From an optimization exercise on the open Yosys and OpenROAD flow, aimed at small area, a short achievable clock period and few clock cycles per item; shortcuts taken in it are not production practice. RTL that was checked went through simulation tests only; none was proved equivalent to the original. For run 2, only the layout was checked, not whether the RTL still works.

==> flow/config.mk <==
export PLATFORM = sky130hd
export DESIGN_NAME = fp_carpma
export DESIGN_NICKNAME = fp_carpma
export VERILOG_FILES = /design/flow/design.v
export SDC_FILE = /design/flow/constraint.sdc
export NUM_CORES = 4
export LEC_CHECK = 0
export ABC_AREA = 1
export CAP_MARGIN = 20
export CORE_MARGIN = 2
export CORE_UTILIZATION = 40
export SETUP_SLACK_MARGIN = 4.75
export SLEW_MARGIN = 20
==> flow/constraint.sdc <==
create_clock -name core_clock -period 10.0 [get_ports {clk_i}]
set_input_delay 2.0000 -clock core_clock [delete_from_list [all_inputs] [get_ports {clk_i}]]
set_output_delay 2.0000 -clock core_clock [all_outputs]
set_load 0.01 [all_outputs]
==> flow/design.v <==
module fp_carpma(
    input clk_i, rst_i, en_i,
    input [31:0] x1_i, x2_i,
    output [31:0] sonuc_o,
    output done_o
    );
  wire zero = ~|x1_i | ~|x2_i;
  wire [23:0] ma = {1'b1, x1_i[22:0]};
  wire [23:0] mb = {1'b1, x2_i[22:0]};
  reg [1:0] cnt_q;           
  reg [28:0] s_q, c_q;     
  reg cy_q;                  
  reg [7:0] e_q;
  reg sg_q;
  reg z_q;
  wire run = en_i & ~rst_i;
  wire hold = cnt_q[1];
  wire c0 = ~cnt_q[1] & ~cnt_q[0];
  wire c1 = cnt_q[0];
  wire [29:0] r1 = {s_q, cy_q} + {c_q, cy_q};
  wire [24:0] ra = r1[29:5];
  wire [36:0] rin = ({12'd0, ra} & {37{c1}}) | ({ra, 12'd0} & {37{hold}});
  wire [12:0] lx = {mb[11:0], 1'b0};
  wire [12:0] hx = {mb[23:12], 1'b0};
  wire [5:0] ng, one, two;
  wire q11 = (mb[11] & c0) | (mb[23] & c1);
  genvar g;
  generate for (g = 0; g < 6; g = g + 1) begin : bd
    wire l0 = lx[2*g], l1 = lx[2*g+1], l2 = lx[2*g+2];
    wire h0 = hx[2*g], h1 = hx[2*g+1], h2 = hx[2*g+2];
    assign ng[g] = (l2 & c0) | (h2 & c1);
    assign one[g] = ((l1 ^ l0) & c0) | ((h1 ^ h0) & c1);
    assign two[g] = (((l2 & ~l1 & ~l0) | (~l2 & l1 & l0)) & c0) |
                    (((h2 & ~h1 & ~h0) | (~h2 & h1 & h0)) & c1);
  end endgenerate
  wire [24:0] bp0 = (({1'b0, ma} & {25{one[0]}}) | ({ma, 1'b0} & {25{two[0]}})) ^ {25{ng[0]}};
  wire [24:0] bp1 = (({1'b0, ma} & {25{one[1]}}) | ({ma, 1'b0} & {25{two[1]}})) ^ {25{ng[1]}};
  wire [24:0] bp2 = (({1'b0, ma} & {25{one[2]}}) | ({ma, 1'b0} & {25{two[2]}})) ^ {25{ng[2]}};
  wire [24:0] bp3 = (({1'b0, ma} & {25{one[3]}}) | ({ma, 1'b0} & {25{two[3]}})) ^ {25{ng[3]}};
  wire [24:0] bp4 = (({1'b0, ma} & {25{one[4]}}) | ({ma, 1'b0} & {25{two[4]}})) ^ {25{ng[4]}};
  wire [24:0] bp5 = (({1'b0, ma} & {25{one[5]}}) | ({ma, 1'b0} & {25{two[5]}})) ^ {25{ng[5]}};
  wire [23:0] pr = ma & {24{q11}};
  wire fs0 = rin[1] ^ ng[0] ^ bp0[0];
  wire fc0 = (rin[1] & ng[0]) | (rin[1] & bp0[0]) | (ng[0] & bp0[0]);
  wire fs1 = rin[3] ^ ng[1] ^ bp0[2];
  wire fc1 = (rin[3] & ng[1]) | (rin[3] & bp0[2]) | (ng[1] & bp0[2]);
  wire fs2 = rin[4] ^ bp0[3] ^ bp1[1];
  wire fc2 = (rin[4] & bp0[3]) | (rin[4] & bp1[1]) | (bp0[3] & bp1[1]);
  wire fs3 = rin[5] ^ ng[2] ^ bp0[4];
  wire fc3 = (rin[5] & ng[2]) | (rin[5] & bp0[4]) | (ng[2] & bp0[4]);
  wire fs4 = rin[6] ^ bp0[5] ^ bp1[3];
  wire fc4 = (rin[6] & bp0[5]) | (rin[6] & bp1[3]) | (bp0[5] & bp1[3]);
  wire fs5 = rin[7] ^ ng[3] ^ bp0[6];
  wire fc5 = (rin[7] & ng[3]) | (rin[7] & bp0[6]) | (ng[3] & bp0[6]);
  wire fs6 = bp1[4] ^ bp2[2] ^ bp3[0];
  wire fc6 = (bp1[4] & bp2[2]) | (bp1[4] & bp3[0]) | (bp2[2] & bp3[0]);
  wire hs0 = rin[8] ^ bp0[7];
  wire hc0 = rin[8] & bp0[7];
  wire fs7 = rin[9] ^ ng[4] ^ bp0[8];
  wire fc7 = (rin[9] & ng[4]) | (rin[9] & bp0[8]) | (ng[4] & bp0[8]);
  wire hs1 = rin[10] ^ bp0[9];
  wire hc1 = rin[10] & bp0[9];
  wire fs8 = rin[11] ^ ng[5] ^ bp0[10];
  wire fc8 = (rin[11] & ng[5]) | (rin[11] & bp0[10]) | (ng[5] & bp0[10]);
  wire hs2 = bp1[8] ^ bp2[6];
  wire hc2 = bp1[8] & bp2[6];
  wire fs9 = rin[12] ^ bp0[11] ^ bp1[9];
  wire fc9 = (rin[12] & bp0[11]) | (rin[12] & bp1[9]) | (bp0[11] & bp1[9]);
  wire hs3 = bp2[7] ^ bp3[5];
  wire hc3 = bp2[7] & bp3[5];
  wire fs10 = rin[13] ^ pr[0] ^ bp0[12];
  wire fc10 = (rin[13] & pr[0]) | (rin[13] & bp0[12]) | (pr[0] & bp0[12]);
  wire fs11 = bp1[10] ^ bp2[8] ^ bp3[6];
  wire fc11 = (bp1[10] & bp2[8]) | (bp1[10] & bp3[6]) | (bp2[8] & bp3[6]);
  wire fs12 = rin[14] ^ pr[1] ^ bp0[13];
  wire fc12 = (rin[14] & pr[1]) | (rin[14] & bp0[13]) | (pr[1] & bp0[13]);
  wire fs13 = bp1[11] ^ bp2[9] ^ bp3[7];
  wire fc13 = (bp1[11] & bp2[9]) | (bp1[11] & bp3[7]) | (bp2[9] & bp3[7]);
  wire fs14 = rin[15] ^ pr[2] ^ bp0[14];
  wire fc14 = (rin[15] & pr[2]) | (rin[15] & bp0[14]) | (pr[2] & bp0[14]);
  wire fs15 = bp1[12] ^ bp2[10] ^ bp3[8];
  wire fc15 = (bp1[12] & bp2[10]) | (bp1[12] & bp3[8]) | (bp2[10] & bp3[8]);
  wire fs16 = rin[16] ^ pr[3] ^ bp0[15];
  wire fc16 = (rin[16] & pr[3]) | (rin[16] & bp0[15]) | (pr[3] & bp0[15]);
  wire fs17 = bp1[13] ^ bp2[11] ^ bp3[9];
  wire fc17 = (bp1[13] & bp2[11]) | (bp1[13] & bp3[9]) | (bp2[11] & bp3[9]);
  wire fs18 = rin[17] ^ pr[4] ^ bp0[16];
  wire fc18 = (rin[17] & pr[4]) | (rin[17] & bp0[16]) | (pr[4] & bp0[16]);
  wire fs19 = bp1[14] ^ bp2[12] ^ bp3[10];
  wire fc19 = (bp1[14] & bp2[12]) | (bp1[14] & bp3[10]) | (bp2[12] & bp3[10]);
  wire fs20 = rin[18] ^ pr[5] ^ bp0[17];
  wire fc20 = (rin[18] & pr[5]) | (rin[18] & bp0[17]) | (pr[5] & bp0[17]);
  wire fs21 = bp1[15] ^ bp2[13] ^ bp3[11];
  wire fc21 = (bp1[15] & bp2[13]) | (bp1[15] & bp3[11]) | (bp2[13] & bp3[11]);
  wire fs22 = rin[19] ^ pr[6] ^ bp0[18];
  wire fc22 = (rin[19] & pr[6]) | (rin[19] & bp0[18]) | (pr[6] & bp0[18]);
  wire fs23 = bp1[16] ^ bp2[14] ^ bp3[12];
  wire fc23 = (bp1[16] & bp2[14]) | (bp1[16] & bp3[12]) | (bp2[14] & bp3[12]);
  wire fs24 = rin[20] ^ pr[7] ^ bp0[19];
  wire fc24 = (rin[20] & pr[7]) | (rin[20] & bp0[19]) | (pr[7] & bp0[19]);
  wire fs25 = bp1[17] ^ bp2[15] ^ bp3[13];
  wire fc25 = (bp1[17] & bp2[15]) | (bp1[17] & bp3[13]) | (bp2[15] & bp3[13]);
  wire fs26 = rin[21] ^ pr[8] ^ bp0[20];
  wire fc26 = (rin[21] & pr[8]) | (rin[21] & bp0[20]) | (pr[8] & bp0[20]);
  wire fs27 = bp1[18] ^ bp2[16] ^ bp3[14];
  wire fc27 = (bp1[18] & bp2[16]) | (bp1[18] & bp3[14]) | (bp2[16] & bp3[14]);
  wire fs28 = rin[22] ^ pr[9] ^ bp0[21];
  wire fc28 = (rin[22] & pr[9]) | (rin[22] & bp0[21]) | (pr[9] & bp0[21]);
  wire fs29 = bp1[19] ^ bp2[17] ^ bp3[15];
  wire fc29 = (bp1[19] & bp2[17]) | (bp1[19] & bp3[15]) | (bp2[17] & bp3[15]);
  wire fs30 = rin[23] ^ pr[10] ^ bp0[22];
  wire fc30 = (rin[23] & pr[10]) | (rin[23] & bp0[22]) | (pr[10] & bp0[22]);
  wire fs31 = bp1[20] ^ bp2[18] ^ bp3[16];
  wire fc31 = (bp1[20] & bp2[18]) | (bp1[20] & bp3[16]) | (bp2[18] & bp3[16]);
  wire fs32 = rin[24] ^ pr[11] ^ bp0[23];
  wire fc32 = (rin[24] & pr[11]) | (rin[24] & bp0[23]) | (pr[11] & bp0[23]);
  wire fs33 = bp1[21] ^ bp2[19] ^ bp3[17];
  wire fc33 = (bp1[21] & bp2[19]) | (bp1[21] & bp3[17]) | (bp2[19] & bp3[17]);
  wire fs34 = rin[25] ^ pr[12] ^ bp0[24];
  wire fc34 = (rin[25] & pr[12]) | (rin[25] & bp0[24]) | (pr[12] & bp0[24]);
  wire fs35 = bp1[22] ^ bp2[20] ^ bp3[18];
  wire fc35 = (bp1[22] & bp2[20]) | (bp1[22] & bp3[18]) | (bp2[20] & bp3[18]);
  wire fs36 = 1'b1 ^ rin[26] ^ pr[13];
  wire fc36 = (1'b1 & rin[26]) | (1'b1 & pr[13]) | (rin[26] & pr[13]);
  wire fs37 = ~ng[0] ^ bp1[23] ^ bp2[21];
  wire fc37 = (~ng[0] & bp1[23]) | (~ng[0] & bp2[21]) | (bp1[23] & bp2[21]);
  wire hs4 = bp3[19] ^ bp4[17];
  wire hc4 = bp3[19] & bp4[17];
  wire fs38 = 1'b1 ^ rin[27] ^ pr[14];
  wire fc38 = (1'b1 & rin[27]) | (1'b1 & pr[14]) | (rin[27] & pr[14]);
  wire fs39 = bp1[24] ^ bp2[22] ^ bp3[20];
  wire fc39 = (bp1[24] & bp2[22]) | (bp1[24] & bp3[20]) | (bp2[22] & bp3[20]);
  wire hs5 = bp4[18] ^ bp5[16];
  wire hc5 = bp4[18] & bp5[16];
  wire fs40 = rin[28] ^ pr[15] ^ ~ng[1];
  wire fc40 = (rin[28] & pr[15]) | (rin[28] & ~ng[1]) | (pr[15] & ~ng[1]);
  wire fs41 = bp2[23] ^ bp3[21] ^ bp4[19];
  wire fc41 = (bp2[23] & bp3[21]) | (bp2[23] & bp4[19]) | (bp3[21] & bp4[19]);
  wire fs42 = 1'b1 ^ rin[29] ^ pr[16];
  wire fc42 = (1'b1 & rin[29]) | (1'b1 & pr[16]) | (rin[29] & pr[16]);
  wire hs6 = bp2[24] ^ bp3[22];
  wire hc6 = bp2[24] & bp3[22];
  wire fs43 = rin[30] ^ pr[17] ^ ~ng[2];
  wire fc43 = (rin[30] & pr[17]) | (rin[30] & ~ng[2]) | (pr[17] & ~ng[2]);
  wire hs7 = 1'b1 ^ rin[31];
  wire hc7 = 1'b1 & rin[31];
  wire fs44 = rin[2] ^ bp0[1] ^ fc0;
  wire fc44 = (rin[2] & bp0[1]) | (rin[2] & fc0) | (bp0[1] & fc0);
  wire fs45 = bp1[2] ^ bp2[0] ^ fc2;
  wire fc45 = (bp1[2] & bp2[0]) | (bp1[2] & fc2) | (bp2[0] & fc2);
  wire fs46 = bp2[1] ^ fc3 ^ fs4;
  wire fc46 = (bp2[1] & fc3) | (bp2[1] & fs4) | (fc3 & fs4);
  wire fs47 = fc4 ^ fs5 ^ fs6;
  wire fc47 = (fc4 & fs5) | (fc4 & fs6) | (fs5 & fs6);
  wire fs48 = bp1[5] ^ bp2[3] ^ bp3[1];
  wire fc48 = (bp1[5] & bp2[3]) | (bp1[5] & bp3[1]) | (bp2[3] & bp3[1]);
  wire hs8 = hs0 ^ fc5;
  wire hc8 = hs0 & fc5;
  wire fs49 = bp1[6] ^ bp2[4] ^ bp3[2];
  wire fc49 = (bp1[6] & bp2[4]) | (bp1[6] & bp3[2]) | (bp2[4] & bp3[2]);
  wire fs50 = bp4[0] ^ hc0 ^ fs7;
  wire fc50 = (bp4[0] & hc0) | (bp4[0] & fs7) | (hc0 & fs7);
  wire fs51 = bp1[7] ^ bp2[5] ^ bp3[3];
  wire fc51 = (bp1[7] & bp2[5]) | (bp1[7] & bp3[3]) | (bp2[5] & bp3[3]);
  wire fs52 = bp4[1] ^ hs1 ^ fc7;
  wire fc52 = (bp4[1] & hs1) | (bp4[1] & fc7) | (hs1 & fc7);
  wire fs53 = bp3[4] ^ bp4[2] ^ bp5[0];
  wire fc53 = (bp3[4] & bp4[2]) | (bp3[4] & bp5[0]) | (bp4[2] & bp5[0]);
  wire fs54 = hc1 ^ hs2 ^ fs8;
  wire fc54 = (hc1 & hs2) | (hc1 & fs8) | (hs2 & fs8);
  wire fs55 = bp4[3] ^ bp5[1] ^ hc2;
  wire fc55 = (bp4[3] & bp5[1]) | (bp4[3] & hc2) | (bp5[1] & hc2);
  wire fs56 = hs3 ^ fc8 ^ fs9;
  wire fc56 = (hs3 & fc8) | (hs3 & fs9) | (fc8 & fs9);
  wire fs57 = bp4[4] ^ bp5[2] ^ hc3;
  wire fc57 = (bp4[4] & bp5[2]) | (bp4[4] & hc3) | (bp5[2] & hc3);
  wire fs58 = fc9 ^ fs10 ^ fs11;
  wire fc58 = (fc9 & fs10) | (fc9 & fs11) | (fs10 & fs11);
  wire fs59 = bp4[5] ^ bp5[3] ^ fc10;
  wire fc59 = (bp4[5] & bp5[3]) | (bp4[5] & fc10) | (bp5[3] & fc10);
  wire fs60 = fc11 ^ fs12 ^ fs13;
  wire fc60 = (fc11 & fs12) | (fc11 & fs13) | (fs12 & fs13);
  wire fs61 = bp4[6] ^ bp5[4] ^ fc12;
  wire fc61 = (bp4[6] & bp5[4]) | (bp4[6] & fc12) | (bp5[4] & fc12);
  wire fs62 = fc13 ^ fs14 ^ fs15;
  wire fc62 = (fc13 & fs14) | (fc13 & fs15) | (fs14 & fs15);
  wire fs63 = bp4[7] ^ bp5[5] ^ fc14;
  wire fc63 = (bp4[7] & bp5[5]) | (bp4[7] & fc14) | (bp5[5] & fc14);
  wire fs64 = fc15 ^ fs16 ^ fs17;
  wire fc64 = (fc15 & fs16) | (fc15 & fs17) | (fs16 & fs17);
  wire fs65 = bp4[8] ^ bp5[6] ^ fc16;
  wire fc65 = (bp4[8] & bp5[6]) | (bp4[8] & fc16) | (bp5[6] & fc16);
  wire fs66 = fc17 ^ fs18 ^ fs19;
  wire fc66 = (fc17 & fs18) | (fc17 & fs19) | (fs18 & fs19);
  wire fs67 = bp4[9] ^ bp5[7] ^ fc18;
  wire fc67 = (bp4[9] & bp5[7]) | (bp4[9] & fc18) | (bp5[7] & fc18);
  wire fs68 = fc19 ^ fs20 ^ fs21;
  wire fc68 = (fc19 & fs20) | (fc19 & fs21) | (fs20 & fs21);
  wire fs69 = bp4[10] ^ bp5[8] ^ fc20;
  wire fc69 = (bp4[10] & bp5[8]) | (bp4[10] & fc20) | (bp5[8] & fc20);
  wire fs70 = fc21 ^ fs22 ^ fs23;
  wire fc70 = (fc21 & fs22) | (fc21 & fs23) | (fs22 & fs23);
  wire fs71 = bp4[11] ^ bp5[9] ^ fc22;
  wire fc71 = (bp4[11] & bp5[9]) | (bp4[11] & fc22) | (bp5[9] & fc22);
  wire fs72 = fc23 ^ fs24 ^ fs25;
  wire fc72 = (fc23 & fs24) | (fc23 & fs25) | (fs24 & fs25);
  wire fs73 = bp4[12] ^ bp5[10] ^ fc24;
  wire fc73 = (bp4[12] & bp5[10]) | (bp4[12] & fc24) | (bp5[10] & fc24);
  wire fs74 = fc25 ^ fs26 ^ fs27;
  wire fc74 = (fc25 & fs26) | (fc25 & fs27) | (fs26 & fs27);
  wire fs75 = bp4[13] ^ bp5[11] ^ fc26;
  wire fc75 = (bp4[13] & bp5[11]) | (bp4[13] & fc26) | (bp5[11] & fc26);
  wire fs76 = fc27 ^ fs28 ^ fs29;
  wire fc76 = (fc27 & fs28) | (fc27 & fs29) | (fs28 & fs29);
  wire fs77 = bp4[14] ^ bp5[12] ^ fc28;
  wire fc77 = (bp4[14] & bp5[12]) | (bp4[14] & fc28) | (bp5[12] & fc28);
  wire fs78 = fc29 ^ fs30 ^ fs31;
  wire fc78 = (fc29 & fs30) | (fc29 & fs31) | (fs30 & fs31);
  wire fs79 = bp4[15] ^ bp5[13] ^ fc30;
  wire fc79 = (bp4[15] & bp5[13]) | (bp4[15] & fc30) | (bp5[13] & fc30);
  wire fs80 = fc31 ^ fs32 ^ fs33;
  wire fc80 = (fc31 & fs32) | (fc31 & fs33) | (fs32 & fs33);
  wire fs81 = bp4[16] ^ bp5[14] ^ fc32;
  wire fc81 = (bp4[16] & bp5[14]) | (bp4[16] & fc32) | (bp5[14] & fc32);
  wire fs82 = fc33 ^ fs34 ^ fs35;
  wire fc82 = (fc33 & fs34) | (fc33 & fs35) | (fs34 & fs35);
  wire fs83 = bp5[15] ^ fs36 ^ hs4;
  wire fc83 = (bp5[15] & fs36) | (bp5[15] & hs4) | (fs36 & hs4);
  wire fs84 = fc34 ^ fc35 ^ fs37;
  wire fc84 = (fc34 & fc35) | (fc34 & fs37) | (fc35 & fs37);
  wire fs85 = fc36 ^ hc4 ^ fs38;
  wire fc85 = (fc36 & hc4) | (fc36 & fs38) | (hc4 & fs38);
  wire fs86 = hs5 ^ fc37 ^ fs39;
  wire fc86 = (hs5 & fc37) | (hs5 & fs39) | (fc37 & fs39);
  wire fs87 = bp5[17] ^ fc38 ^ hc5;
  wire fc87 = (bp5[17] & fc38) | (bp5[17] & hc5) | (fc38 & hc5);
  wire fs88 = fs40 ^ fc39 ^ fs41;
  wire fc88 = (fs40 & fc39) | (fs40 & fs41) | (fc39 & fs41);
  wire fs89 = bp4[20] ^ bp5[18] ^ fc40;
  wire fc89 = (bp4[20] & bp5[18]) | (bp4[20] & fc40) | (bp5[18] & fc40);
  wire fs90 = fs42 ^ hs6 ^ fc41;
  wire fc90 = (fs42 & hs6) | (fs42 & fc41) | (hs6 & fc41);
  wire fs91 = bp3[23] ^ bp4[21] ^ bp5[19];
  wire fc91 = (bp3[23] & bp4[21]) | (bp3[23] & bp5[19]) | (bp4[21] & bp5[19]);
  wire fs92 = fc42 ^ hc6 ^ fs43;
  wire fc92 = (fc42 & hc6) | (fc42 & fs43) | (hc6 & fs43);
  wire fs93 = hs7 ^ pr[18] ^ bp3[24];
  wire fc93 = (hs7 & pr[18]) | (hs7 & bp3[24]) | (pr[18] & bp3[24]);
  wire fs94 = bp4[22] ^ bp5[20] ^ fc43;
  wire fc94 = (bp4[22] & bp5[20]) | (bp4[22] & fc43) | (bp5[20] & fc43);
  wire fs95 = rin[32] ^ hc7 ^ pr[19];
  wire fc95 = (rin[32] & hc7) | (rin[32] & pr[19]) | (hc7 & pr[19]);
  wire fs96 = ~ng[3] ^ bp4[23] ^ bp5[21];
  wire fc96 = (~ng[3] & bp4[23]) | (~ng[3] & bp5[21]) | (bp4[23] & bp5[21]);
  wire fs97 = 1'b1 ^ rin[33] ^ pr[20];
  wire fc97 = (1'b1 & rin[33]) | (1'b1 & pr[20]) | (rin[33] & pr[20]);
  wire hs9 = bp4[24] ^ bp5[22];
  wire hc9 = bp4[24] & bp5[22];
  wire fs98 = rin[34] ^ pr[21] ^ ~ng[4];
  wire fc98 = (rin[34] & pr[21]) | (rin[34] & ~ng[4]) | (pr[21] & ~ng[4]);
  wire hs10 = 1'b1 ^ rin[35];
  wire hc10 = 1'b1 & rin[35];
  wire fs99 = bp1[0] ^ fs1 ^ fc44;
  wire fc99 = (bp1[0] & fs1) | (bp1[0] & fc44) | (fs1 & fc44);
  wire hs11 = fc6 ^ fs48;
  wire hc11 = fc6 & fs48;
  wire fs100 = fc48 ^ fs49 ^ hc8;
  wire fc100 = (fc48 & fs49) | (fc48 & hc8) | (fs49 & hc8);
  wire fs101 = fc49 ^ fs51 ^ fc50;
  wire fc101 = (fc49 & fs51) | (fc49 & fc50) | (fs51 & fc50);
  wire fs102 = fc51 ^ fs53 ^ fc52;
  wire fc102 = (fc51 & fs53) | (fc51 & fc52) | (fs53 & fc52);
  wire fs103 = fc53 ^ fs55 ^ fc54;
  wire fc103 = (fc53 & fs55) | (fc53 & fc54) | (fs55 & fc54);
  wire fs104 = fc55 ^ fs57 ^ fc56;
  wire fc104 = (fc55 & fs57) | (fc55 & fc56) | (fs57 & fc56);
  wire fs105 = fc57 ^ fc58 ^ fs59;
  wire fc105 = (fc57 & fc58) | (fc57 & fs59) | (fc58 & fs59);
  wire fs106 = fc59 ^ fc60 ^ fs61;
  wire fc106 = (fc59 & fc60) | (fc59 & fs61) | (fc60 & fs61);
  wire fs107 = fc61 ^ fc62 ^ fs63;
  wire fc107 = (fc61 & fc62) | (fc61 & fs63) | (fc62 & fs63);
  wire fs108 = fc63 ^ fc64 ^ fs65;
  wire fc108 = (fc63 & fc64) | (fc63 & fs65) | (fc64 & fs65);
  wire fs109 = fc65 ^ fc66 ^ fs67;
  wire fc109 = (fc65 & fc66) | (fc65 & fs67) | (fc66 & fs67);
  wire fs110 = fc67 ^ fc68 ^ fs69;
  wire fc110 = (fc67 & fc68) | (fc67 & fs69) | (fc68 & fs69);
  wire fs111 = fc69 ^ fc70 ^ fs71;
  wire fc111 = (fc69 & fc70) | (fc69 & fs71) | (fc70 & fs71);
  wire fs112 = fc71 ^ fc72 ^ fs73;
  wire fc112 = (fc71 & fc72) | (fc71 & fs73) | (fc72 & fs73);
  wire fs113 = fc73 ^ fc74 ^ fs75;
  wire fc113 = (fc73 & fc74) | (fc73 & fs75) | (fc74 & fs75);
  wire fs114 = fc75 ^ fc76 ^ fs77;
  wire fc114 = (fc75 & fc76) | (fc75 & fs77) | (fc76 & fs77);
  wire fs115 = fc77 ^ fc78 ^ fs79;
  wire fc115 = (fc77 & fc78) | (fc77 & fs79) | (fc78 & fs79);
  wire fs116 = fc79 ^ fc80 ^ fs81;
  wire fc116 = (fc79 & fc80) | (fc79 & fs81) | (fc80 & fs81);
  wire fs117 = fs83 ^ fc81 ^ fc82;
  wire fc117 = (fs83 & fc81) | (fs83 & fc82) | (fc81 & fc82);
  wire fs118 = fc83 ^ fs85 ^ fc84;
  wire fc118 = (fc83 & fs85) | (fc83 & fc84) | (fs85 & fc84);
  wire fs119 = fc85 ^ fs87 ^ fc86;
  wire fc119 = (fc85 & fs87) | (fc85 & fc86) | (fs87 & fc86);
  wire fs120 = fc87 ^ fs89 ^ fc88;
  wire fc120 = (fc87 & fs89) | (fc87 & fc88) | (fs89 & fc88);
  wire fs121 = fs91 ^ fc89 ^ fs92;
  wire fc121 = (fs91 & fc89) | (fs91 & fs92) | (fc89 & fs92);
  wire fs122 = fc91 ^ fs93 ^ fc92;
  wire fc122 = (fc91 & fs93) | (fc91 & fc92) | (fs93 & fc92);
  wire fs123 = fs95 ^ fc93 ^ fs96;
  wire fc123 = (fs95 & fc93) | (fs95 & fs96) | (fc93 & fs96);
  wire fs124 = fc95 ^ fs97 ^ hs9;
  wire fc124 = (fc95 & fs97) | (fc95 & hs9) | (fs97 & hs9);
  wire fs125 = bp5[23] ^ fc97 ^ hc9;
  wire fc125 = (bp5[23] & fc97) | (bp5[23] & hc9) | (fc97 & hc9);
  wire fs126 = hs10 ^ pr[22] ^ bp5[24];
  wire fc126 = (hs10 & pr[22]) | (hs10 & bp5[24]) | (pr[22] & bp5[24]);
  wire fs127 = rin[36] ^ hc10 ^ pr[23];
  wire fc127 = (rin[36] & hc10) | (rin[36] & pr[23]) | (hc10 & pr[23]);
  wire fs128 = fc1 ^ fs2 ^ fc99;
  wire fc128 = (fc1 & fs2) | (fc1 & fc99) | (fs2 & fc99);
  wire hs12 = fs3 ^ fs45;
  wire hc12 = fs3 & fs45;
  wire hs13 = fc45 ^ fs46;
  wire hc13 = fc45 & fs46;
  wire hs14 = fc46 ^ fs47;
  wire hc14 = fc46 & fs47;
  wire fs129 = hs8 ^ hs11 ^ fc47;
  wire fc129 = (hs8 & hs11) | (hs8 & fc47) | (hs11 & fc47);
  wire fs130 = hc11 ^ fs50 ^ fs100;
  wire fc130 = (hc11 & fs50) | (hc11 & fs100) | (fs50 & fs100);
  wire fs131 = fs52 ^ fc100 ^ fs101;
  wire fc131 = (fs52 & fc100) | (fs52 & fs101) | (fc100 & fs101);
  wire fs132 = fs54 ^ fc101 ^ fs102;
  wire fc132 = (fs54 & fc101) | (fs54 & fs102) | (fc101 & fs102);
  wire fs133 = fs56 ^ fc102 ^ fs103;
  wire fc133 = (fs56 & fc102) | (fs56 & fs103) | (fc102 & fs103);
  wire fs134 = fs58 ^ fc103 ^ fs104;
  wire fc134 = (fs58 & fc103) | (fs58 & fs104) | (fc103 & fs104);
  wire fs135 = fs60 ^ fc104 ^ fs105;
  wire fc135 = (fs60 & fc104) | (fs60 & fs105) | (fc104 & fs105);
  wire fs136 = fs62 ^ fc105 ^ fs106;
  wire fc136 = (fs62 & fc105) | (fs62 & fs106) | (fc105 & fs106);
  wire fs137 = fs64 ^ fc106 ^ fs107;
  wire fc137 = (fs64 & fc106) | (fs64 & fs107) | (fc106 & fs107);
  wire fs138 = fs66 ^ fc107 ^ fs108;
  wire fc138 = (fs66 & fc107) | (fs66 & fs108) | (fc107 & fs108);
  wire fs139 = fs68 ^ fc108 ^ fs109;
  wire fc139 = (fs68 & fc108) | (fs68 & fs109) | (fc108 & fs109);
  wire fs140 = fs70 ^ fc109 ^ fs110;
  wire fc140 = (fs70 & fc109) | (fs70 & fs110) | (fc109 & fs110);
  wire fs141 = fs72 ^ fc110 ^ fs111;
  wire fc141 = (fs72 & fc110) | (fs72 & fs111) | (fc110 & fs111);
  wire fs142 = fs74 ^ fc111 ^ fs112;
  wire fc142 = (fs74 & fc111) | (fs74 & fs112) | (fc111 & fs112);
  wire fs143 = fs76 ^ fc112 ^ fs113;
  wire fc143 = (fs76 & fc112) | (fs76 & fs113) | (fc112 & fs113);
  wire fs144 = fs78 ^ fc113 ^ fs114;
  wire fc144 = (fs78 & fc113) | (fs78 & fs114) | (fc113 & fs114);
  wire fs145 = fs80 ^ fc114 ^ fs115;
  wire fc145 = (fs80 & fc114) | (fs80 & fs115) | (fc114 & fs115);
  wire fs146 = fs82 ^ fc115 ^ fs116;
  wire fc146 = (fs82 & fc115) | (fs82 & fs116) | (fc115 & fs116);
  wire fs147 = fs84 ^ fc116 ^ fs117;
  wire fc147 = (fs84 & fc116) | (fs84 & fs117) | (fc116 & fs117);
  wire fs148 = fs86 ^ fc117 ^ fs118;
  wire fc148 = (fs86 & fc117) | (fs86 & fs118) | (fc117 & fs118);
  wire fs149 = fs88 ^ fc118 ^ fs119;
  wire fc149 = (fs88 & fc118) | (fs88 & fs119) | (fc118 & fs119);
  wire fs150 = fs90 ^ fc119 ^ fs120;
  wire fc150 = (fs90 & fc119) | (fs90 & fs120) | (fc119 & fs120);
  wire fs151 = fc90 ^ fs121 ^ fc120;
  wire fc151 = (fc90 & fs121) | (fc90 & fc120) | (fs121 & fc120);
  wire fs152 = fs94 ^ fc121 ^ fs122;
  wire fc152 = (fs94 & fc121) | (fs94 & fs122) | (fc121 & fs122);
  wire fs153 = fc94 ^ fs123 ^ fc122;
  wire fc153 = (fc94 & fs123) | (fc94 & fc122) | (fs123 & fc122);
  wire fs154 = fc96 ^ fs124 ^ fc123;
  wire fc154 = (fc96 & fs124) | (fc96 & fc123) | (fs124 & fc123);
  wire fs155 = fs98 ^ fc124 ^ fs125;
  wire fc155 = (fs98 & fc124) | (fs98 & fs125) | (fc124 & fs125);
  wire fs156 = fc98 ^ fs126 ^ fc125;
  wire fc156 = (fc98 & fs126) | (fc98 & fc125) | (fs126 & fc125);
  wire fs157 = ~ng[5] ^ fs127 ^ fc126;
  wire fc157 = (~ng[5] & fs127) | (~ng[5] & fc126) | (fs127 & fc126);
  wire [36:0] ts = {fs157, fc155, fs155, fs154, fc152, fs152, fc150, fc149, fc148, fc147, fc146, fc145, fc144, fc143, fc142, fc141, fc140, fc139, fc138, fc137, fc136, fc135, fc134, fc133, fc132, fc131, fc130, fc129, hc14, hc13, hc12, hs12, fs128, fs99, fs44, fs0, rin[0]};
  wire [36:0] tc = {fc156, fs156, fc154, fc153, fs153, fc151, fs151, fs150, fs149, fs148, fs147, fs146, fs145, fs144, fs143, fs142, fs141, fs140, fs139, fs138, fs137, fs136, fs135, fs134, fs133, fs132, fs131, fs130, fs129, hs14, hs13, fc128, 1'b0, 1'b0, 1'b0, 1'b0, 1'b0};
  wire [8:0] lo_sum = ts[7:0] + tc[7:0];
  always @(posedge clk_i) begin
    cnt_q <= run ? (hold ? cnt_q : cnt_q + 2'd1) : 2'd0;
    s_q <= ts[36:8];
    c_q <= tc[36:8];
    cy_q <= lo_sum[8];
    e_q <= x1_i[30:23] + x2_i[30:23] + 8'd129;
    sg_q <= x1_i[31] ^ x2_i[31];
    z_q <= zero;
  end
  wire [22:0] man = ra[24] ? ra[23:1] : ra[22:0];
  wire [7:0] e_inc = e_q + 8'd1;
  wire [7:0] e = ra[24] ? e_inc : e_q;
  assign sonuc_o = {sg_q, e, man} & {32{~z_q}};
  assign done_o = hold;
endmodule
==> flow/flow/run.sh <==
#!/bin/bash
set -uo pipefail
export BUFFER_PORTS_ARGS="-buffer_cell sky130_fd_sc_hd__buf_1"
export SYNTH_ARGS="-noabc"
bash standard.sh > flow.log 2>&1
==> flow/standard.sh <==
#!/bin/bash
# synth_recipe.tcl (not shown) runs the flow's synth.tcl, then flattens the netlist and writes it again
# the make line also repeats each setting of config.mk as NAME=value (left out here)
make -C /OpenROAD-flow-scripts/flow DESIGN_CONFIG=/design/flow/config.mk WORK_HOME=/design/flow/orfs CLKGATE_MAP_FILE= SYNTH_SCRIPT=/design/flow/synth_recipe.tcl "${@:-finish}"
==> results of run 1 <==
layer usage:
layer	wire [um]	GRT usage [%]
met1	16300	35.2
met2	17000	40.3
met3	3060	5.02
met4	1420	9.91
met5	0	0
cell type report:
cell class | count | area share (%)
multi-input combinational | 1116 | 70.6
sequential | 71 | 11.3
timing repair buffer | 139 | 5.68
inverter | 177 | 5.57
tap | 378 | 3.76
clock buffer | 9 | 1.79
clock inverter | 7 | 0.776
timing repair inverter | 8 | 0.477
repair_timing:
item,4_1_cts,5_1_grt
hold endpoints to repair,0,0
setup endpoints to repair,44,45
pin swaps,0,9
cloned,5,3
setup buffers,18,13
resized for setup,18,22
state kept, by name, indices dropped and copies added (netlist names):
name,cells
s_q,29
z_q,1
e_q,8
cy_q,1
c_q,29
cnt_q,2
sg_q,1
stage by stage:
stage	instance area, sq um	setup WS, ps	cells	hold slack, ps
floorplan	11200	5040	1443	736
global placement	11800	4280	1850	763
detailed placement	11800	4210	1850	766
CTS	12400	4770	1889	786
global route	12600	4720	1905	836
finish	12600	4870	1905	796
how the worst min path moves through the flow:
| stage | from | to | depth (start not counted) |
|---|---|---|---|
| floorplan | cnt_q[1] | s_q[28] | 3 |
| global placement | cnt_q[1] | s_q[28] | 2 |
| detailed placement | cnt_q[1] | s_q[28] | 2 |
| CTS | cnt_q[1] | s_q[28] | 2 |
| global route | cnt_q[0] | cnt_q[0] | 3 |
| finish | cnt_q[0] | cnt_q[0] | 3 |
worst max-delay path, cell delays in order:
cell and delay (ps):
buf_1 160, inv_1 120, nor2_1 130, o21ai_0 120, nand2_2 200, clkinvlp_4 280
o22ai_1 250, xor2_1 210, fa_1 460, fa_1 470, fa_1 540, fa_1 400
kinds of logic (layout without fill, tap and decap cells):
kind of cell / after synthesis / count (layout)
flip-flops: 71 / 71
AND/OR/NAND/NOR: 467 / 467
buffers and inverters: 256 / 340
adder cells (fa/ha/maj): 214 / 214
AO/OA/AOI/OAI: 262 / 262
XOR/XNOR: 173 / 173
cell usage in the layout, fill, tap and decap left out, types with 4 or more instances in the layout:
master	synthesis	routed
clkbuf_16	0	9
nor3_1	13	13
buf_4	3	37
o211ai_1	5	5
inv_1	175	163
xor2_1	159	158
inv_2	1	4
a21oi_1	61	60
nand3_1	35	35
clkinvlp_4	0	19
nand2_2	4	9
nand3b_1	5	5
o21ai_1	8	10
o21bai_1	7	7
nand2_1	261	255
clkbuf_2	0	4
nand4_1	15	15
fa_1	149	146
xnor2_1	14	14
buf_1	5	95
dfxtp_1	71	71
o22ai_1	142	140
ha_1	65	65
nor2_1	112	111
o21ai_0	27	25
nor4_1	13	13
==> flow_summary.yaml, run 1 <==
floorplanning:
  core_sq_mm: 0.0277
  start_util_pct: 40.6
  io_pins: 100
  dieArea_sq_mm: 0.0295
  die_h_um: 172
  fp.dieW_um: 172
  num_rows: 61
finish:
  fin_nets: 1803
  utilization_pct: 45.4
  area_growth_pct: 11.8
  antenna_cells: 0
  area.sequential_sq_mm: 0.00142
  multiInputGateArea_sq_mm: 0.00889
  layout-drive-gt1-share_pct: 7.14
  fill_cells: 2741
critical_path:
  r2r-start: "cnt_q[0]"
  startpoint_type: "input pin"
  setup.worst_path.start: "x2_i[15]"
  worstRegToRegCells: 14
  arrival_ps: 5350
  cp-end-kind: "flop"
  worst-r2r-setup-slack_ps: 5110
  crit_required_ps: 10220
  crit_end: "c_q[20]"
  path_class: "input pin to flop"
  reg2reg_to: "cy_q"
  cp_max_fo: 9
timing:
  fmax_mhz: 195
  tns_ps: 0
  rsz0062_at_grt: "true"
  finClkSkew_ps: 8.05
  period_needed_ps: 5130
  finalSetupViolCount: 0
  hold_viol: 0
  slew_viol_final: 0
  layout_worst_path_cycle_share_pct: 51.3
  worst_slew_pin_slew_ps: 840
  slew_headroom_pct: 43.8
clock_tree:
  cts_made_buffers: 9
  cts.htree.levels: 3
  cts_tree: "done"
  clk_pin_slew_ps: 60
  hold_buffers: 0
  cts-root-buf: "clkbuf_16"
  numClockSinks: 71
  cts_buffer_depth: 2
  clock_latency_ps: 340
grt:
  grt_pass1_wl_um: 57700
  grt_usage_pct: 25.8
  grt_pass1_vias: 10200
  grt_remaining_overflow: 0
  antenna_found_initial: 0
  grt_max_degree: 36
logic_synthesis:
  synth.top_cell.area_share_pct: 26.5
  yosys_most_used_dff: "dfxtp_1"
  avgSynthCellArea_sq_um: 7.80
  synth-compound-area-share_pct: 13.9
  synth_xor_area_share_pct: 13.5
  synth_cell_types: 41
  yosysMostFrequentCell: "nand2_1"
  synth_top_cell_by_area: "fa_1"
  synthCells: 1443
  synth_fa_ha_area_share_pct: 33.7
  ys_ff_latch: 71
  seq_area_frac_synth_pct: 12.6
  async_reset_ff_share_pct: 0
  ys_warn_count: 1
  synth_top_family_by_area: "adder cells"
  yosys.area_share.simple_pct: 17.3
  synth-edff-count: 0
  syn-num-nets: 1724
  syn_area_sq_mm: 0.0112
  synth.area.mux_share_pct: 0
  synthTopCellsByCount: "nand2_1 (261), inv_1 (175), xor2_1 (159), fa_1 (149), o22ai_1 (142)"
  synth_area_leaders: "fa_1 (27%), dfxtp_1 (13%), xor2_1 (12%)"
drt:
  vias: 10500
  antenna_left: 0
  vias_per_cell: 5.49
  drt_iter0_drc: 1000
  drc: 0
  avgRoutedWirePerCell_um: 19.9
  firstDrtPassIters: 7
  wirelength_um: 37800
run_status:
  status: "finished clean"
place:
  gp_congestion: 0.937
  dpl.hpwl_um: 28300
  port_buffers: 99
run:
  max_cap_viol_count: 0
min_path:
  hold_class: "flop to flop"
Testbench counts, summed over its fixed seeds: cycles 7,192, items 2,400.
==> run 2, diff against run 1 <==
--- a/flow/design.v
+++ b/flow/design.v
@@ -18,5 +18,143 @@
   wire c0 = ~cnt_q[1] & ~cnt_q[0];
   wire c1 = cnt_q[0];
-  wire [29:0] r1 = {s_q, cy_q} + {c_q, cy_q};
+  wire [29:0] pa = {s_q, cy_q};
+  wire [29:0] pb = {c_q, cy_q};
+  wire [29:0] pg = pa & pb, pp = pa ^ pb;
+  wire ag0_1 = pg[1] | (pp[1] & pg[0]);
+  wire ap0_1 = pp[1] & pp[0];
+  wire ag0_3 = pg[3] | (pp[3] & pg[2]);
+  wire ap0_3 = pp[3] & pp[2];
+  wire ag0_5 = pg[5] | (pp[5] & pg[4]);
+  wire ap0_5 = pp[5] & pp[4];
+  wire ag0_7 = pg[7] | (pp[7] & pg[6]);
+  wire ap0_7 = pp[7] & pp[6];
+  wire ag0_9 = pg[9] | (pp[9] & pg[8]);
+  wire ap0_9 = pp[9] & pp[8];
+  wire ag0_11 = pg[11] | (pp[11] & pg[10]);
+  wire ap0_11 = pp[11] & pp[10];
+  wire ag0_13 = pg[13] | (pp[13] & pg[12]);
+  wire ap0_13 = pp[13] & pp[12];
+  wire ag0_15 = pg[15] | (pp[15] & pg[14]);
+  wire ap0_15 = pp[15] & pp[14];
+  wire ag0_17 = pg[17] | (pp[17] & pg[16]);
+  wire ap0_17 = pp[17] & pp[16];
+  wire ag0_19 = pg[19] | (pp[19] & pg[18]);
+  wire ap0_19 = pp[19] & pp[18];
+  wire ag0_21 = pg[21] | (pp[21] & pg[20]);
+  wire ap0_21 = pp[21] & pp[20];
+  wire ag0_23 = pg[23] | (pp[23] & pg[22]);
+  wire ap0_23 = pp[23] & pp[22];
+  wire ag0_25 = pg[25] | (pp[25] & pg[24]);
+  wire ap0_25 = pp[25] & pp[24];
+  wire ag0_27 = pg[27] | (pp[27] & pg[26]);
+  wire ap0_27 = pp[27] & pp[26];
+  wire ag0_29 = pg[29] | (pp[29] & pg[28]);
+  wire ap0_29 = pp[29] & pp[28];
+  wire ag1_3 = ag0_3 | (ap0_3 & ag0_1);
+  wire ap1_3 = ap0_3 & ap0_1;
+  wire ag1_5 = ag0_5 | (ap0_5 & ag0_3);
+  wire ap1_5 = ap0_5 & ap0_3;
+  wire ag1_7 = ag0_7 | (ap0_7 & ag0_5);
+  wire ap1_7 = ap0_7 & ap0_5;
+  wire ag1_9 = ag0_9 | (ap0_9 & ag0_7);
+  wire ap1_9 = ap0_9 & ap0_7;
+  wire ag1_11 = ag0_11 | (ap0_11 & ag0_9);
+  wire ap1_11 = ap0_11 & ap0_9;
+  wire ag1_13 = ag0_13 | (ap0_13 & ag0_11);
+  wire ap1_13 = ap0_13 & ap0_11;
+  wire ag1_15 = ag0_15 | (ap0_15 & ag0_13);
+  wire ap1_15 = ap0_15 & ap0_13;
+  wire ag1_17 = ag0_17 | (ap0_17 & ag0_15);
+  wire ap1_17 = ap0_17 & ap0_15;
+  wire ag1_19 = ag0_19 | (ap0_19 & ag0_17);
+  wire ap1_19 = ap0_19 & ap0_17;
+  wire ag1_21 = ag0_21 | (ap0_21 & ag0_19);
+  wire ap1_21 = ap0_21 & ap0_19;
+  wire ag1_23 = ag0_23 | (ap0_23 & ag0_21);
+  wire ap1_23 = ap0_23 & ap0_21;
+  wire ag1_25 = ag0_25 | (ap0_25 & ag0_23);
+  wire ap1_25 = ap0_25 & ap0_23;
+  wire ag1_27 = ag0_27 | (ap0_27 & ag0_25);
+  wire ap1_27 = ap0_27 & ap0_25;
+  wire ag1_29 = ag0_29 | (ap0_29 & ag0_27);
+  wire ap1_29 = ap0_29 & ap0_27;
+  wire ag2_5 = ag1_5 | (ap1_5 & ag0_1);
+  wire ap2_5 = ap1_5 & ap0_1;
+  wire ag2_7 = ag1_7 | (ap1_7 & ag1_3);
+  wire ap2_7 = ap1_7 & ap1_3;
+  wire ag2_9 = ag1_9 | (ap1_9 & ag1_5);
+  wire ap2_9 = ap1_9 & ap1_5;
+  wire ag2_11 = ag1_11 | (ap1_11 & ag1_7);
+  wire ap2_11 = ap1_11 & ap1_7;
+  wire ag2_13 = ag1_13 | (ap1_13 & ag1_9);
+  wire ap2_13 = ap1_13 & ap1_9;
+  wire ag2_15 = ag1_15 | (ap1_15 & ag1_11);
+  wire ap2_15 = ap1_15 & ap1_11;
+  wire ag2_17 = ag1_17 | (ap1_17 & ag1_13);
+  wire ap2_17 = ap1_17 & ap1_13;
+  wire ag2_19 = ag1_19 | (ap1_19 & ag1_15);
+  wire ap2_19 = ap1_19 & ap1_15;
+  wire ag2_21 = ag1_21 | (ap1_21 & ag1_17);
+  wire ap2_21 = ap1_21 & ap1_17;
+  wire ag2_23 = ag1_23 | (ap1_23 & ag1_19);
+  wire ap2_23 = ap1_23 & ap1_19;
+  wire ag2_25 = ag1_25 | (ap1_25 & ag1_21);
+  wire ap2_25 = ap1_25 & ap1_21;
+  wire ag2_27 = ag1_27 | (ap1_27 & ag1_23);
+  wire ap2_27 = ap1_27 & ap1_23;
+  wire ag2_29 = ag1_29 | (ap1_29 & ag1_25);
+  wire ap2_29 = ap1_29 & ap1_25;
+  wire ag3_9 = ag2_9 | (ap2_9 & ag0_1);
+  wire ap3_9 = ap2_9 & ap0_1;
+  wire ag3_11 = ag2_11 | (ap2_11 & ag1_3);
+  wire ap3_11 = ap2_11 & ap1_3;
+  wire ag3_13 = ag2_13 | (ap2_13 & ag2_5);
+  wire ap3_13 = ap2_13 & ap2_5;
+  wire ag3_15 = ag2_15 | (ap2_15 & ag2_7);
+  wire ap3_15 = ap2_15 & ap2_7;
+  wire ag3_17 = ag2_17 | (ap2_17 & ag2_9);
+  wire ap3_17 = ap2_17 & ap2_9;
+  wire ag3_19 = ag2_19 | (ap2_19 & ag2_11);
+  wire ap3_19 = ap2_19 & ap2_11;
+  wire ag3_21 = ag2_21 | (ap2_21 & ag2_13);
+  wire ap3_21 = ap2_21 & ap2_13;
+  wire ag3_23 = ag2_23 | (ap2_23 & ag2_15);
+  wire ap3_23 = ap2_23 & ap2_15;
+  wire ag3_25 = ag2_25 | (ap2_25 & ag2_17);
+  wire ap3_25 = ap2_25 & ap2_17;
+  wire ag3_27 = ag2_27 | (ap2_27 & ag2_19);
+  wire ap3_27 = ap2_27 & ap2_19;
+  wire ag3_29 = ag2_29 | (ap2_29 & ag2_21);
+  wire ap3_29 = ap2_29 & ap2_21;
+  wire ag4_17 = ag3_17 | (ap3_17 & ag0_1);
+  wire ap4_17 = ap3_17 & ap0_1;
+  wire ag4_19 = ag3_19 | (ap3_19 & ag1_3);
+  wire ap4_19 = ap3_19 & ap1_3;
+  wire ag4_21 = ag3_21 | (ap3_21 & ag2_5);
+  wire ap4_21 = ap3_21 & ap2_5;
+  wire ag4_23 = ag3_23 | (ap3_23 & ag2_7);
+  wire ap4_23 = ap3_23 & ap2_7;
+  wire ag4_25 = ag3_25 | (ap3_25 & ag3_9);
+  wire ap4_25 = ap3_25 & ap3_9;
+  wire ag4_27 = ag3_27 | (ap3_27 & ag3_11);
+  wire ap4_27 = ap3_27 & ap3_11;
+  wire ag4_29 = ag3_29 | (ap3_29 & ag3_13);
+  wire ap4_29 = ap3_29 & ap3_13;
+  wire agf_2 = pg[2] | (pp[2] & ag0_1);
+  wire agf_4 = pg[4] | (pp[4] & ag1_3);
+  wire agf_6 = pg[6] | (pp[6] & ag2_5);
+  wire agf_8 = pg[8] | (pp[8] & ag2_7);
+  wire agf_10 = pg[10] | (pp[10] & ag3_9);
+  wire agf_12 = pg[12] | (pp[12] & ag3_11);
+  wire agf_14 = pg[14] | (pp[14] & ag3_13);
+  wire agf_16 = pg[16] | (pp[16] & ag3_15);
+  wire agf_18 = pg[18] | (pp[18] & ag4_17);
+  wire agf_20 = pg[20] | (pp[20] & ag4_19);
+  wire agf_22 = pg[22] | (pp[22] & ag4_21);
+  wire agf_24 = pg[24] | (pp[24] & ag4_23);
+  wire agf_26 = pg[26] | (pp[26] & ag4_25);
+  wire agf_28 = pg[28] | (pp[28] & ag4_27);
+  wire [29:0] sm = pp ^ {agf_28, ag4_27, agf_26, ag4_25, agf_24, ag4_23, agf_22, ag4_21, agf_20, ag4_19, agf_18, ag4_17, agf_16, ag3_15, agf_14, ag3_13, agf_12, ag3_11, agf_10, ag3_9, agf_8, ag2_7, agf_6, ag2_5, agf_4, ag1_3, agf_2, ag0_1, pg[0], 1'b0};
+  wire [29:0] r1 = sm;
   wire [24:0] ra = r1[29:5];
   wire [36:0] rin = ({12'd0, ra} & {37{c1}}) | ({ra, 12'd0} & {37{hold}});
==> flow_summary.yaml, run 2 <==
floorplanning:
  fp.dieW_um: 169
  start_util_pct: 40.6
  dieArea_sq_mm: 0.0286
  io_pins: 100
  num_rows: 60
  core_sq_mm: 0.0269
  die_h_um: 169
place:
  place_ws_ps: 4170
  port_buffers: 99
  gp_congestion: 0.905
  dpl.hpwl_um: 25700
clock_tree:
  hold_buffers: 0
  clk_pin_slew_ps: 70
  cts-root-buf: "clkbuf_16"
  numClockSinks: 71
  cts_made_buffers: 9
  cts_buffer_depth: 2
  clock_latency_ps: 360
  cts.htree.levels: 3
  cts_tree: "done"
critical_path:
  arrival_ps: 3240
  cp_max_fo: 4
  path_class: "flop to output pin"
  crit_required_ps: 8000
  cp-end-kind: "output pin"
  path_cells: "ha_4, nand2_2, buf_4, nor3_1, nor2_4, o21ai_4, nand2_1, nand2_1, a21o_1, fa_1, o21ai_0, a21oi_1, buf_2"
  path_common_cell: "nand2_1"
  max_stage_delay_ps: 560
  startpoint_type: "flop"
  crit_family: "adder cells"
  path_buf_inv: 2
  critical-path-slowest-cell: "fa_1"
drt:
  drt_iter0_drc: 895
  vias: 9408
  avgRoutedWirePerCell_um: 22.6
  drc: 0
  wirelength_um: 36600
  vias_per_cell: 5.81
  firstDrtPassIters: 5
  antenna_left: 0
logic_synthesis:
  synth_area_leaders: "fa_1 (30%), xor2_1 (13%), dfxtp_1 (13%)"
  syn_area_sq_mm: 0.0109
  ys_ff_latch: 71
  synthCells: 1200
  synthTopCellsByCount: "xor2_1 (164), fa_1 (161), inv_1 (123), nand2_1 (122), o22ai_1 (99)"
  yosys_most_used_dff: "dfxtp_1"
  synth.top_cell.area_share_pct: 29.5
  async_reset_ff_share_pct: 0
  synth_cell_types: 40
  synth-edff-count: 0
  seq_area_frac_synth_pct: 13.0
  synth_top_cell_by_area: "fa_1"
  yosysMostFrequentCell: "xor2_1"
  avgSynthCellArea_sq_um: 9.10
  ys_warn_count: 1
  syn-num-nets: 1492
run:
  max_cap_viol_count: 0
timing:
  tns_ps: 0
  slew_headroom_pct: 30.2
  hold_viol: 0
  worst_slew_pin_slew_ps: 1050
  fmax_mhz: 191
  period_needed_ps: 5240
  slew_viol_final: 0
  layout_worst_path_cycle_share_pct: 52.4
  finClkSkew_ps: 13.7
  layout_setup_ws_ps: 4760
  rsz0062_at_grt: "true"
  finalSetupViolCount: 0
run_status:
  status: "finished clean"
min_path:
  hold_class: "flop to flop"
grt:
  antenna_found_initial: 0
  grt_pass1_wl_um: 55200
  grt_usage_pct: 25.3
  grt_remaining_overflow: 0
  grt_pass1_vias: 9738
  grt_max_degree: 36
finish:
  layout-drive-gt1-share_pct: 18.2
  final_common_cell: "xor2_1"
  utilization_pct: 46.1
  final_cell_mix: "xor2_1 (162), fa_1 (159), inv_1 (120), nand2_1 (109), o22ai_1 (99)"
  antenna_cells: 0
  top_regs: "c_q (29), s_q (29), e_q (8)"
  area_growth_pct: 13.6
  fin_nets: 1565
-- run 2: final cells by class --
type,count,area [sq um]
Clock inverter,7,62.6
Timing Repair Buffer,136,766
Sequential cell,71,1440
Multi-Input combinational cell,920,8960
Inverter,135,519
Fill cell,2581,14500
Tap cell,341,427
Clock buffer,9,225
-- run 2: path summary, 6_finish.rpt --
check / startpoint / slack (ps) / cells after the start / to
setup reg to reg: cnt_q[0] / 5070 / 13 / c_q[12]
hold / removal: cnt_q[1] / 740 / 3 / s_q[28]
setup / recovery: s_q[4] / 4760 / 13 / sonuc_o[14]
hold reg to reg: cnt_q[1] / 740 / 3 / s_q[28]
-- run 2: worst reg2reg max path, cell delays in order (launching register included) --
cell and delay (ps):
dfxtp_1 300, buf_4 240, inv_2 550, ha_2 490, inv_2 200, a21oi_1 490, a22oi_4 160, buf_12 200
o22ai_1 150, xor2_1 190, fa_1 460, fa_1 410, fa_1 550, fa_1 430
-- run 2: kinds of logic (layout without fill, tap and decap cells) --
logic type      Yosys count  after routing  synth area share (%)
flops                    71             71                  13.0
simple gates            244            244                  9.53
compound gates          278            281                  17.8
fa+ha+maj               225            225                  36.8
buf+inv                 212            287                  9.20
xor+xnor                170            170                  13.6
-- run 2: per-layer routing --
metal	wire [um]	track usage, %
met2	17500	42.2
met1	14200	30.9
met4	1960	14.0
met3	3040	4.73
met5	0	0
-- run 2: per-stage QoR --
stage | instance area (sq um) | instances | hold WS [ps]
2_1_floorplan | 10900 | 1200 | 577
3_3_place_gp | 11300 | 1574 | 727
3_5_place_dp | 11300 | 1574 | 737
4_1_cts | 11900 | 1602 | 736
5_1_grt | 12400 | 1619 | 768
6_report | 12400 | 1619 | 741
-- run 2: timing repair --
item,4_1_cts,5_1_grt
buffers inserted,9,15
resized for setup,40,116
pin swaps,10,34
endpoints found under the setup margin,53,66
gates cloned,3,2
hold endpoints to repair,0,0

[static timing again, ports no longer ideal]
No port has a modelled driver above. Below, the same layouts with a new extraction and two added sets of constraints. Step 1 sets driving cells, clkbuf_16 on the clock port and buf_2 on the other inputs (assumed; they add their load-dependent delay and slew). Step 2 moves the port delays by t, midway between the first and last clock arrival at a register: inputs arrive t later, outputs are due t later. That takes back most of the time a late clock gives input paths. a / b / c = ideal ports / drivers / drivers and shift; a / b = the first two.
run	t, ns	slack for setup (ns)	slew at the worst register clock pin (ns)
run 1	0.380	4.874 / 4.888 / 4.508	0.06 / 0.06
run 2	0.403	4.759 / 4.710 / 4.507	0.07 / 0.07
After both steps every run listed still meets setup and hold. For run 1, which loses most, drivers alone change the setup slack by +0.014 ns; drivers and shift together by -0.366 ns.
